Background: an optimization exercise with open tools, aiming at small area and a short achievable clock period. Do not read the settings as production practice.
Only simulation tests tie the RTL to the original design; equivalence was not proved.
Power figures rest on the tool's default switching activity, not on a simulated workload.

==> 01-05: inputs <==
==> flow/design.v (excerpt) <==
module main(
    output [31:0] instr_out_reg_IF,
    output [31:0] PC_out_reg_IF,
    output [31:0] PC_out_reg_ID,
    output [31:0] Rs_Data_reg_ID,
    output [31:0] Rt_Data_reg_ID,
    output [31:0] ext_imm_reg_ID,
    output [4:0] rt_add_reg_ID,
    output [4:0] rd_add_reg_ID,
    output [1:0] ALUop_reg_ID,
    output RegDst_reg_ID,
    output ALUsrc_reg_ID,
    output Branch_reg_ID,
    output MemWrite_reg_ID,
    output MemRead_reg_ID,
    output MemToReg_reg_ID,
    output RegWriteFromCS_reg_ID,
    output [25:0] add_jType_ID,
    output Jump_reg_ID,
    output Branch_reg_EXE,
    output MemWrite_reg_EXE,
    output MemRead_reg_EXE,
    output MemToReg_reg_EXE,
    output RegWriteFromCS_reg_EXE,
    output zero_EXE,
    output [4:0] Destination_EXE,
    output [31:0] branchAddOut_EXE,
    output [31:0] ALUresult_EXE,
    output [31:0] Rt_Data_out_EXE,
    output [31:0] branch_out_MEM,
    output [31:0] ALUresultOut_MEM,
    output [31:0] readData_MEM,
    output PCsrc_MEM,
    output regWriteOut_MEM,
    output MemToRegOut_MEM,
    output [4:0] Destination_out_MEM,
    output [31:0] writeData_WB,
    output regWriteOut_WB,
    output [4:0] Destination_out_WB,
    output [31:0] imem_addr,
    input [31:0] imem_data,
    input clk,
    input rst
);
clock: 5.5 ns
lec_check: 0
abc_clock_period_in_ps: 2000
cap_margin: 20
core_margin: 2
core_utilization: 50
place_density: 0.65
setup_slack_margin: 2.7
slew_margin: 20
standard.sh (not shown) runs the stock make flow with config.mk's settings and CLKGATE_MAP_FILE= SYNTH_SCRIPT=/design/flow/synth_recipe.tcl, a recipe that flattens the netlist after the stock synthesis.
==> flow/flow/run.sh <==
#!/bin/bash
# Standard ORFS layout (the standard.sh) with two changes:
#  * the port buffers that buffer_ports inserts are sky130_fd_sc_hd__buf_2
#    instead of the cell it picks by default (a clkdlybuf4s50_1 delay cell);
#    every port still gets its buffer.
#  * clock tree synthesis clusters up to 20 sinks (80 um across) per leaf buffer and inserts
#    no dummy loads.
# The make output goes to orfs_make.log; each ORFS step keeps its own log
# under orfs/logs.
set -euo pipefail
export BUFFER_PORTS_ARGS="-buffer_cell sky130_fd_sc_hd__buf_2"
export CTS_ARGS="-sink_clustering_enable -repair_clock_nets -sink_clustering_size 20 -sink_clustering_max_diameter 80 -dont_use_dummy_load"
bash standard.sh "$@" > orfs_make.log 2>&1
==> inputs of 12-27, as changes to 01-05 <==
--- a/flow/design.v
+++ b/flow/design.v
@@ -114,36 +114,34 @@
                 5'd31: memInit = 32'h00000010;
                 default: memInit = {27'b0, idx};
             endcase
         end
     endfunction
     reg  [31:0] rf_valid, dm_valid;
     wire [31:0] rf_q [0:31];
     wire [31:0] dm_q [0:31];
-    wire [31:0] rf_we, dm_we;
+    reg  [31:0] rf_we, dm_we;
     reg  [31:0] wdata_WB;          
     reg         regwrite_MEM;      
     reg  [4:0]  dest_MEM;          
     reg  [31:0] alu_EXE, rt_EXE;
     reg         memwrite_EXE;
     reg  [31:0] rf_wdata, dm_wdata;
     genvar w;
     generate
         for (w = 0; w < 32; w = w + 1) begin : rf
             reg [31:0] q;
-            assign rf_we[w] = regwrite_MEM & (dest_MEM == w);
             always @(posedge clk)
                 if (rf_we[w])
                     q <= rf_wdata;
             assign rf_q[w] = q;
         end
         for (w = 0; w < 32; w = w + 1) begin : dm
             reg [31:0] q;
-            assign dm_we[w] = memwrite_EXE & (alu_EXE[4:0] == w);
             always @(posedge clk)
                 if (dm_we[w])
                     q <= dm_wdata;
             assign dm_q[w] = q;
         end
     endgenerate
     wire [31:0] rf_valid_nx = rf_valid | rf_we;
     wire [31:0] dm_valid_nx = dm_valid | dm_we;
@@ -165,17 +163,17 @@
     reg [15:0] imm_ID;
     wire [4:0] rs_nx = imem_data[25:21];
     wire [4:0] rt_nx = imem_data[20:16];
     wire rs_wr = regwrite_MEM & (rs_nx == dest_MEM);
     wire rt_wr = regwrite_MEM & (rt_nx == dest_MEM);
     assign imem_addr = pc;
     assign instr_out_reg_IF = instr_IF;
     assign PC_out_reg_IF = pc_IF;
-    integer k_if, k_ex;    
+    integer k_if, k_ex, k_mem;    
     always @(posedge clk or posedge rst) begin
         if (rst) begin
             pc <= 32'b0;
             instr_IF <= 32'b0;
             pc_IF <= 32'b0;
             rs_hit <= 32'b0;
             rt_hit <= 32'b0;
         end else begin
@@ -335,31 +333,34 @@
             memtoreg_EXE <= 1'b0;
             zero_r <= 1'b0;
             pcsrc_r <= 1'b0;
             dest_EXE <= 5'b0;
             brout_EXE <= 32'b0;
             alu_EXE <= 32'b0;
             rt_EXE <= 32'b0;
             dm_hit <= 32'b0;
+            dm_we <= 32'b0;
         end else begin
             br_off <= {imm_ext_ID[29:0], 2'b00};
             br_addr <= br_p ^ br_c;
             branch_EXE <= branch_ID;
             memwrite_EXE <= memwrite_ID;
             memread_EXE <= memread_ID;
             memtoreg_EXE <= memtoreg_ID;
             zero_r <= alu_zero;
             pcsrc_r <= branch_ID & alu_zero;
             dest_EXE <= regdst_ID ? imm_ID[15:11] : rt_add_ID;
             brout_EXE <= br_addr;
             alu_EXE <= alu_res;
             rt_EXE <= rt_ID;
-            for (k_ex = 0; k_ex < 32; k_ex = k_ex + 1)
+            for (k_ex = 0; k_ex < 32; k_ex = k_ex + 1) begin
                 dm_hit[k_ex] <= memread_ID & (da_nx == k_ex) & (dm_valid[k_ex] | da_wr);
+                dm_we[k_ex] <= memwrite_ID & (da_nx == k_ex);
+            end
         end
     end
     always @(posedge clk)
         dm_wdata <= rt_ID;
     assign Branch_reg_EXE = branch_EXE;
     assign MemWrite_reg_EXE = memwrite_EXE;
     assign MemRead_reg_EXE = memread_EXE;
     assign MemToReg_reg_EXE = memtoreg_EXE;
@@ -382,22 +383,25 @@
     reg memtoreg_MEM;
     always @(posedge clk or posedge rst) begin
         if (rst) begin
             alu_MEM <= 32'b0;
             rdata_MEM <= 32'b0;
             regwrite_MEM <= 1'b0;
             memtoreg_MEM <= 1'b0;
             dest_MEM <= 5'b0;
+            rf_we <= 32'b0;
         end else begin
             alu_MEM <= alu_EXE;
             rdata_MEM <= dm_val;
             regwrite_MEM <= memtoreg_EXE;
             memtoreg_MEM <= memtoreg_EXE;
             dest_MEM <= dest_EXE;
+            for (k_mem = 0; k_mem < 32; k_mem = k_mem + 1)
+                rf_we[k_mem] <= memtoreg_EXE & (dest_EXE == k_mem);
         end
     end
     assign PCsrc_MEM = pcsrc_r;
     assign branch_out_MEM = brout_EXE;
     assign ALUresultOut_MEM = alu_MEM;
     assign readData_MEM = rdata_MEM;
     assign regWriteOut_MEM = regwrite_MEM;
     assign MemToRegOut_MEM = memtoreg_MEM;
==> flow/flow/run.sh (replaced) <==
#!/bin/bash
# Standard ORFS layout (the standard.sh) with two changes:
#  * the port buffers that buffer_ports inserts are sky130_fd_sc_hd__buf_2
#    instead of the cell it picks by default (a clkdlybuf4s50_1 delay cell);
#    every port still gets its buffer.
#  * clock tree synthesis clusters up to 25 sinks (100 um across) per leaf buffer and inserts
#    no dummy loads.
# The make output goes to orfs_make.log; each ORFS step keeps its own log
# under orfs/logs.
set -euo pipefail
export BUFFER_PORTS_ARGS="-buffer_cell sky130_fd_sc_hd__buf_2"
export CTS_ARGS="-sink_clustering_enable -repair_clock_nets -sink_clustering_size 25 -sink_clustering_max_diameter 100 -dont_use_dummy_load"
bash standard.sh "$@" > orfs_make.log 2>&1
==> inputs of 06-21, as changes to 01-05 <==
--- a/flow/design.v
+++ b/flow/design.v
@@ -120,33 +120,32 @@
     wire [31:0] rf_q [0:31];
     wire [31:0] dm_q [0:31];
     wire [31:0] rf_we, dm_we;
     reg  [31:0] wdata_WB;          
     reg         regwrite_MEM;      
     reg  [4:0]  dest_MEM;          
     reg  [31:0] alu_EXE, rt_EXE;
     reg         memwrite_EXE;
-    reg  [31:0] rf_wdata, dm_wdata;
     genvar w;
     generate
         for (w = 0; w < 32; w = w + 1) begin : rf
             reg [31:0] q;
             assign rf_we[w] = regwrite_MEM & (dest_MEM == w);
             always @(posedge clk)
                 if (rf_we[w])
-                    q <= rf_wdata;
+                    q <= wdata_WB;
             assign rf_q[w] = q;
         end
         for (w = 0; w < 32; w = w + 1) begin : dm
             reg [31:0] q;
             assign dm_we[w] = memwrite_EXE & (alu_EXE[4:0] == w);
             always @(posedge clk)
                 if (dm_we[w])
-                    q <= dm_wdata;
+                    q <= rt_EXE;
             assign dm_q[w] = q;
         end
     endgenerate
     wire [31:0] rf_valid_nx = rf_valid | rf_we;
     wire [31:0] dm_valid_nx = dm_valid | dm_we;
     always @(posedge clk or posedge rst) begin
         if (rst) begin
             rf_valid <= 32'b0;
@@ -352,18 +351,16 @@
             dest_EXE <= regdst_ID ? imm_ID[15:11] : rt_add_ID;
             brout_EXE <= br_addr;
             alu_EXE <= alu_res;
             rt_EXE <= rt_ID;
             for (k_ex = 0; k_ex < 32; k_ex = k_ex + 1)
                 dm_hit[k_ex] <= memread_ID & (da_nx == k_ex) & (dm_valid[k_ex] | da_wr);
         end
     end
-    always @(posedge clk)
-        dm_wdata <= rt_ID;
     assign Branch_reg_EXE = branch_EXE;
     assign MemWrite_reg_EXE = memwrite_EXE;
     assign MemRead_reg_EXE = memread_EXE;
     assign MemToReg_reg_EXE = memtoreg_EXE;
     assign RegWriteFromCS_reg_EXE = memtoreg_EXE;
     assign zero_EXE = zero_r;
     assign Destination_EXE = dest_EXE;
     assign branchAddOut_EXE = brout_EXE;
@@ -403,14 +400,12 @@
     assign MemToRegOut_MEM = memtoreg_MEM;
     assign Destination_out_MEM = dest_MEM;
     always @(posedge clk or posedge rst) begin
         if (rst)
             wdata_WB <= 32'b0;
         else
             wdata_WB <= memtoreg_MEM ? alu_MEM : 32'b0;
     end
-    always @(posedge clk)
-        rf_wdata <= memtoreg_MEM ? alu_MEM : 32'b0;
     assign writeData_WB = wdata_WB;
     assign regWriteOut_WB = regwrite_MEM;
     assign Destination_out_WB = dest_MEM;
 endmodule
==> flow/flow/run.sh (replaced) <==
#!/bin/bash
# Standard ORFS layout (the standard.sh) with two changes:
#  * the port buffers that buffer_ports inserts are sky130_fd_sc_hd__buf_2
#    instead of the cell it picks by default (a clkdlybuf4s50_1 delay cell);
#    every port still gets its buffer.
#  * clock tree synthesis clusters up to 25 sinks (100 um across) per leaf buffer and inserts
#    no dummy loads.
# The make output goes to orfs_make.log; each ORFS step keeps its own log
# under orfs/logs.
set -euo pipefail
export BUFFER_PORTS_ARGS="-buffer_cell sky130_fd_sc_hd__buf_2"
export CTS_ARGS="-sink_clustering_enable -repair_clock_nets -sink_clustering_size 25 -sink_clustering_max_diameter 100 -dont_use_dummy_load"
bash standard.sh "$@" > orfs_make.log 2>&1
CORE_UTILIZATION = 55   (was 50)
PLACE_DENSITY = 0.7   (was 0.65)
==> qor summary <==
quantity	06-21	01-05	12-27
Core box area	0.191 mm^2	0.213 mm^2	0.217 mm^2
Setup slack on the worst flop-to-flop path	2.54 ns	2.60 ns	2.62 ns
Number of sinks on the clock net	2761	2825	2889
# Post-CTS Setup Buffers	116	136	35
Number of unique standard cell types used by synthesis	90	85	84
Layout Area Growth over Synthesis	12.4%	13.3%	9.74%
Floorplan die width	443 um	467 um	470 um
First-pass GRT wire length	586000 um	621000 um	594000 um
Largest net degree at the start of global routing	144	115	125
WP data arrival	3.65 ns	3.58 ns	3.61 ns
Max IR drop VDD	0.000357 V	0.000376 V	0.000316 V
Worst min-delay path endpoint	brout_EXE[30]	brout_EXE[27]	brout_EXE[20]
Outcome	timing/DRC/antenna clean	timing/DRC/antenna clean	timing/DRC/antenna clean
Number of detailed-route iterations in the first pass	15	13	13
Final design utilization	62.4%	57.1%	55.1%
Number of instances in the synthesized netlist	6761	6824	6911
Clock slew seen by the registers of the worst setup and hold paths	0.10 ns	0.09 ns	0.10 ns
Ratio of cells with drive above 1 in the final layout	21.8%	22.2%	18.8%
Global placement routability congestion	1.00	0.992	0.958
Die boundary height	443 um	467 um	470 um
Setup ws final	2.54 ns	2.60 ns	2.62 ns
Vias after detailed routing	77700	77300	75700
Required time reported for the critical path endpoint	6.19 ns	6.18 ns	6.23 ns

[afterwards: timing with drivers on the ports]
No port has a modelled driver above. Below, the same layouts with a new extraction and two added sets of constraints. Step 1, drivers: a clkbuf_16 drives clk and a buf_2 each remaining input, both assumed. Step 2 adds t to the input delays and takes it off the output delays; t is the mean of the earliest and latest rising clock arrival at the registers after step 1. Input paths then give back, and output paths get back, about the clock's delay inside the block. a / b / c = ideal ports / drivers / drivers and shift; a / b = the first two.
run	t (ns)	slack for setup (ns)	hold slack, ns	worst setup path after step 2
01-05	0.934	2.597 / 2.597 / 1.987	0.337 / 0.285 / 0.337	input to register
12-27	0.914	2.623 / 2.623 / 2.479	0.355 / 0.296 / 0.355	input to register
06-21	0.910	2.544 / 2.544 / 2.211	0.355 / 0.300 / 0.355	input to register
After both steps setup and hold are still met in every run listed. The setup slack of 01-05, which loses most, moves by 0.000 ns with the drivers and by -0.610 ns with both steps.
